This design comes from an exercise in tuning for small area and a short achievable clock period on the open sky130 flow, not from production work.
The RTL was checked by simulation tests, not by an equivalence proof against the original design.
Power is estimated from default activity; no workload was simulated.

rev 12:
==> flow/design.v (excerpt) <==
module cpu
(
  input wire clk,
  input wire res,
  output wire [31:0] a,
  input wire [17:0] din,
  output wire [17:0] dout,
  output wire wr
);
  reg [31:0] r [0:14];   
  reg [31:0] pc;         
  reg        c;
  reg [3:0]  r_pfx;
  reg        di_valid;
  reg [31:0] p_q, g_q;
  reg        cin_q;      
  reg        s_p_q;      
  reg        s_g_q;      
  reg        s_c_q;      
  reg        s_sl_q;     
  reg        s_sr_q;     
  reg        b_c_q, b_31_q, b_0_q, b_1_q;   
  reg        w_q, w_c_q;
  reg        pcw_q;      
  reg        npcw_q;     
  reg [3:0]  w_d_q;      
  assign dout = 18'b0;
  assign wr   = 1'b0;
  genvar gb, gk;
  wire [31:0] cyn;       
  cpu_carry u_cy (.p(p_q), .g(g_q), .cin(cin_q), .cn(cyn));
  wire b_in = (b_c_q & c) | (b_31_q & p_q[31]) | (b_0_q & p_q[0]) | b_1_q;
  wire [31:0] lr = ({32{s_p_q}} & p_q) | ({32{s_g_q}} & g_q)
                 | ({32{s_sl_q}} & {p_q[30:0], b_in})
                 | ({32{s_sr_q}} & {b_in, p_q[31:1]});
  wire [31:0] lr1 = lr ^ {32{s_c_q}};    
  wire [31:0] pcw = {{16{~npcw_q}}, {16{pcw_q}}};
  wire [31:0] a0n = ~(pcw & lr  | ~pcw & pc);
  wire [31:0] a1n = ~(pcw & lr1 | ~pcw & pc);
  wire [31:0] rb = lr ^ (~cyn & {32{s_c_q}});
  generate
    for (gb = 0; gb < 32; gb = gb + 1) begin : g_out
      cpu_mux2i u_a  (.s(cyn[gb]), .a(a1n[gb]), .b(a0n[gb]), .y(a[gb]));
    end
  endgenerate
  integer k;
  always @(posedge clk) begin
    for (k = 0; k < 15; k = k + 1) begin
      if (w_q && w_d_q == k) r[k] <= rb;
    end
    if (w_c_q)
      c <= s_sl_q ? p_q[31] : p_q[0];
  end
  wire [17:0] i = din;
  wire [1:0]  cls = i[17:16];
  wire [3:0]  op  = i[15:12];
  wire        run = di_valid & ~res;
  wire        pfx15 = (r_pfx == 4'd15);
  wire is_ll = (cls == 2'b00);
  wire is_lh = (cls == 2'b01);
  wire is_ri = (cls == 2'b10);
  wire is_rr = (cls == 2'b11);
  wire o_ld  = (op == 4'd0);
  wire o_add = (op == 4'd1);
  wire o_sub = (op == 4'd2);
  wire o_and = (op == 4'd3);
  wire o_or  = (op == 4'd4);
  wire o_xor = (op == 4'd5);
  wire o_sh  = (op == 4'd12);
  wire alu_w = cls[1] & (o_ld | o_add | o_sub | o_and | o_or | o_xor | o_sh);
  wire rsel  = is_rr & (op == 4'd15) & (i[11:4] == 8'hFF);
  wire x_use = cls[1] & ~(is_ri & o_ld);
  wire y_use = is_rr & ~o_ld & ~o_sh;
  wire y_use_lo = y_use | is_lh;
  ...
==> flow/config.mk <==
export PLATFORM = sky130hd
export DESIGN_NAME = cpu
export DESIGN_NICKNAME = cpu
export VERILOG_FILES = /design/flow/design.v
export SDC_FILE = /design/flow/constraint.sdc
export NUM_CORES = 4
export LEC_CHECK = 0
export CAP_MARGIN = 20
export CORE_MARGIN = 2
export CORE_UTILIZATION = 70
export CTS_CLUSTER_DIAMETER = 100
export CTS_CLUSTER_SIZE = 22
export PLACE_DENSITY = 0.76
export SLEW_MARGIN = 20
export SYNTH_HIERARCHICAL = 1
export SYNTH_MINIMUM_KEEP_SIZE = 0
export BUFFER_PORTS_ARGS = -buffer_cell sky130_fd_sc_hd__buf_4
export SETUP_SLACK_MARGIN = 5.5
==> flow/constraint.sdc <==
create_clock -name core_clock -period 10.0 [get_ports {clk}]
set_input_delay 2.0000 -clock core_clock [delete_from_list [all_inputs] [get_ports {clk}]]
set_output_delay 2.0000 -clock core_clock [all_outputs]
set_load 0.01 [all_outputs]
standard.sh (not shown) runs the stock make flow with config.mk's settings and CLKGATE_MAP_FILE= SYNTH_SCRIPT=/design/flow/synth_recipe.tcl, a recipe that flattens the netlist after the stock synthesis.
==> flow/flow/run.sh <==
#!/bin/bash
set -euo pipefail
cat >> config.mk <<'EOC'
export BUFFER_PORTS_ARGS = -buffer_cell sky130_fd_sc_hd__buf_4
export SETUP_SLACK_MARGIN = 5.5
EOC
bash standard.sh > standard.log 2>&1
#### Input delta (rev 13 over rev 12)
-- flow/design.v --
<<< rev 12, line 31
  cpu_carry u_cy (.p(p_q), .g(g_q), .cin(cin_q), .cn(cyn));
  wire b_in = (b_c_q & c) | (b_31_q & p_q[31]) | (b_0_q & p_q[0]) | b_1_q;
  wire [31:0] lr = ({32{s_p_q}} & p_q) | ({32{s_g_q}} & g_q)
                 | ({32{s_sl_q}} & {p_q[30:0], b_in})
                 | ({32{s_sr_q}} & {b_in, p_q[31:1]});
  wire [31:0] lr1 = lr ^ {32{s_c_q}};    
  wire [31:0] pcw = {{16{~npcw_q}}, {16{pcw_q}}};
  wire [31:0] a0n = ~(pcw & lr  | ~pcw & pc);
  wire [31:0] a1n = ~(pcw & lr1 | ~pcw & pc);
  wire [31:0] rb = lr ^ (~cyn & {32{s_c_q}});
  generate
    for (gb = 0; gb < 32; gb = gb + 1) begin : g_out
      cpu_mux2i u_a  (.s(cyn[gb]), .a(a1n[gb]), .b(a0n[gb]), .y(a[gb]));
    end
>>> rev 13, line 31
  cpu_carry u_cy (.p(p_q), .g(g_q), .cin(cin_q), .cn(cyn));
  wire b_in = (b_c_q & c) | (b_31_q & p_q[31]) | (b_0_q & p_q[0]) | b_1_q;
  wire [31:0] lr = ({32{s_p_q}} & p_q) ^ ({32{s_g_q}} & g_q)
                 | ({32{s_sl_q}} & {p_q[30:0], b_in})
                 | ({32{s_sr_q}} & {b_in, p_q[31:1]});
  wire [31:0] x0n = ~(s_c_q ? p_q  : lr);
  wire [31:0] x1n = ~(s_c_q ? ~p_q : lr);
  wire [31:0] pcw = {{16{~npcw_q}}, {16{pcw_q}}};
  wire [31:0] a0n = pcw & x0n | ~pcw & ~pc;
  wire [31:0] a1n = pcw & x1n | ~pcw & ~pc;
  wire [31:0] rb;        
  generate
    for (gb = 0; gb < 32; gb = gb + 1) begin : g_out
      cpu_mux2i u_rb (.s(cyn[gb]), .a(x1n[gb]), .b(x0n[gb]), .y(rb[gb]));
      cpu_mux2i u_a  (.s(cyn[gb]), .a(a1n[gb]), .b(a0n[gb]), .y(a[gb]));
    end
<<< rev 12, line 146
    npcw_q <= ~pcw_n;
  end
  wire [31:0] a_inc;
  cpu_inc u_inc (.v((pcw & rb) | (~pcw & pc)), .y(a_inc));
  wire        lh15  = run & is_lh & pfx15;
  wire        pcw_n = run & (cls[1] ? alu_w & (i[11:8] == 4'd15) : is_ll & pfx15);
>>> rev 13, line 148
    npcw_q <= ~pcw_n;
  end
  wire [31:0] a_inc = ((pcw & rb) | (~pcw & pc)) + 32'd1;
  wire        lh15  = run & is_lh & pfx15;
  wire        pcw_n = run & (cls[1] ? alu_w & (i[11:8] == 4'd15) : is_ll & pfx15);
<<< rev 12, line 263
  assign y = ~(s ? b : a);
endmodule
module cpu_inc (input wire [31:0] v, output wire [31:0] y);
  wire [7:0] b;        
  wire [7:0] cb;       
  genvar k;
  generate
    for (k = 0; k < 8; k = k + 1) begin : g_b
      assign b[k] = &v[4*k+3:4*k];
    end
  endgenerate
  assign cb[0] = 1'b1;
  assign cb[1] = b[0];
  assign cb[2] = &b[1:0];
  assign cb[3] = &b[2:0];
  assign cb[4] = &b[3:0];
  assign cb[5] = cb[4] & b[4];
  assign cb[6] = cb[4] & (&b[5:4]);
  assign cb[7] = cb[4] & (&b[6:4]);
  generate
    for (k = 0; k < 8; k = k + 1) begin : g_s
      assign y[4*k]   = v[4*k]   ^ cb[k];
      assign y[4*k+1] = v[4*k+1] ^ (cb[k] & v[4*k]);
      assign y[4*k+2] = v[4*k+2] ^ (cb[k] & (&v[4*k+1:4*k]));
      assign y[4*k+3] = v[4*k+3] ^ (cb[k] & (&v[4*k+2:4*k]));
    end
  endgenerate
endmodule
>>> rev 13, line 264
  assign y = ~(s ? b : a);
endmodule
Results
The combined area of the multi-input logic cells reported for rev 13 is greater than that of rev 12 by about 3.4%.
From rev 12 to rev 13 the numbers moved as follows: share of the synthesized area in compound gates (AO/OA/AOI/OAI) up 1.5 points, ratio of final minimum period to clock period decreased by 0.24 points relative to the old numbers, largest net degree at the start of global routing picked up an extra 16, non-clock buffer count shows an increase of about 9%, post-detailed-placement half-perimeter wirelength rose 2800 um.
Placed cell count | rev 13 above rev 12
Overall power consumption | rev 13 above rev 12
Rev 13 has number of tap instances above what rev 12 had.
Sort rev 12 and rev 13 by max-slew headroom at the worst pin, descending, and rev 13 comes first.

==> separate check: timing with driven ports <==
The results above use ideal ports. As a check the final layouts listed here were re-extracted and re-timed, cells and wires unchanged.
Step 1: set_driving_cell puts a clkbuf_16 on clk and a buf_2 on each other input, an assumption about the parent block.
Step 2 also shifts input and output timing later by t, the mid clock arrival at the registers, as if the neighbouring blocks saw the same clock.
Three values: ideal ports, drivers, drivers and shift; two values: the first two.
run	t (ns)	slack for setup (ns)	hold WS [ns]	pins driven straight from the clock port
rev 12	0.706	5.485 / 5.424 / 4.881	0.450 / 0.450 / 0.450	1
rev 13	0.681	5.509 / 5.453 / 5.087	0.503 / 0.503 / 0.503	1
After both steps setup and hold are still met in every run listed. For rev 12, which loses most, drivers alone change the setup slack by -0.061 ns; drivers and shift together by -0.604 ns.
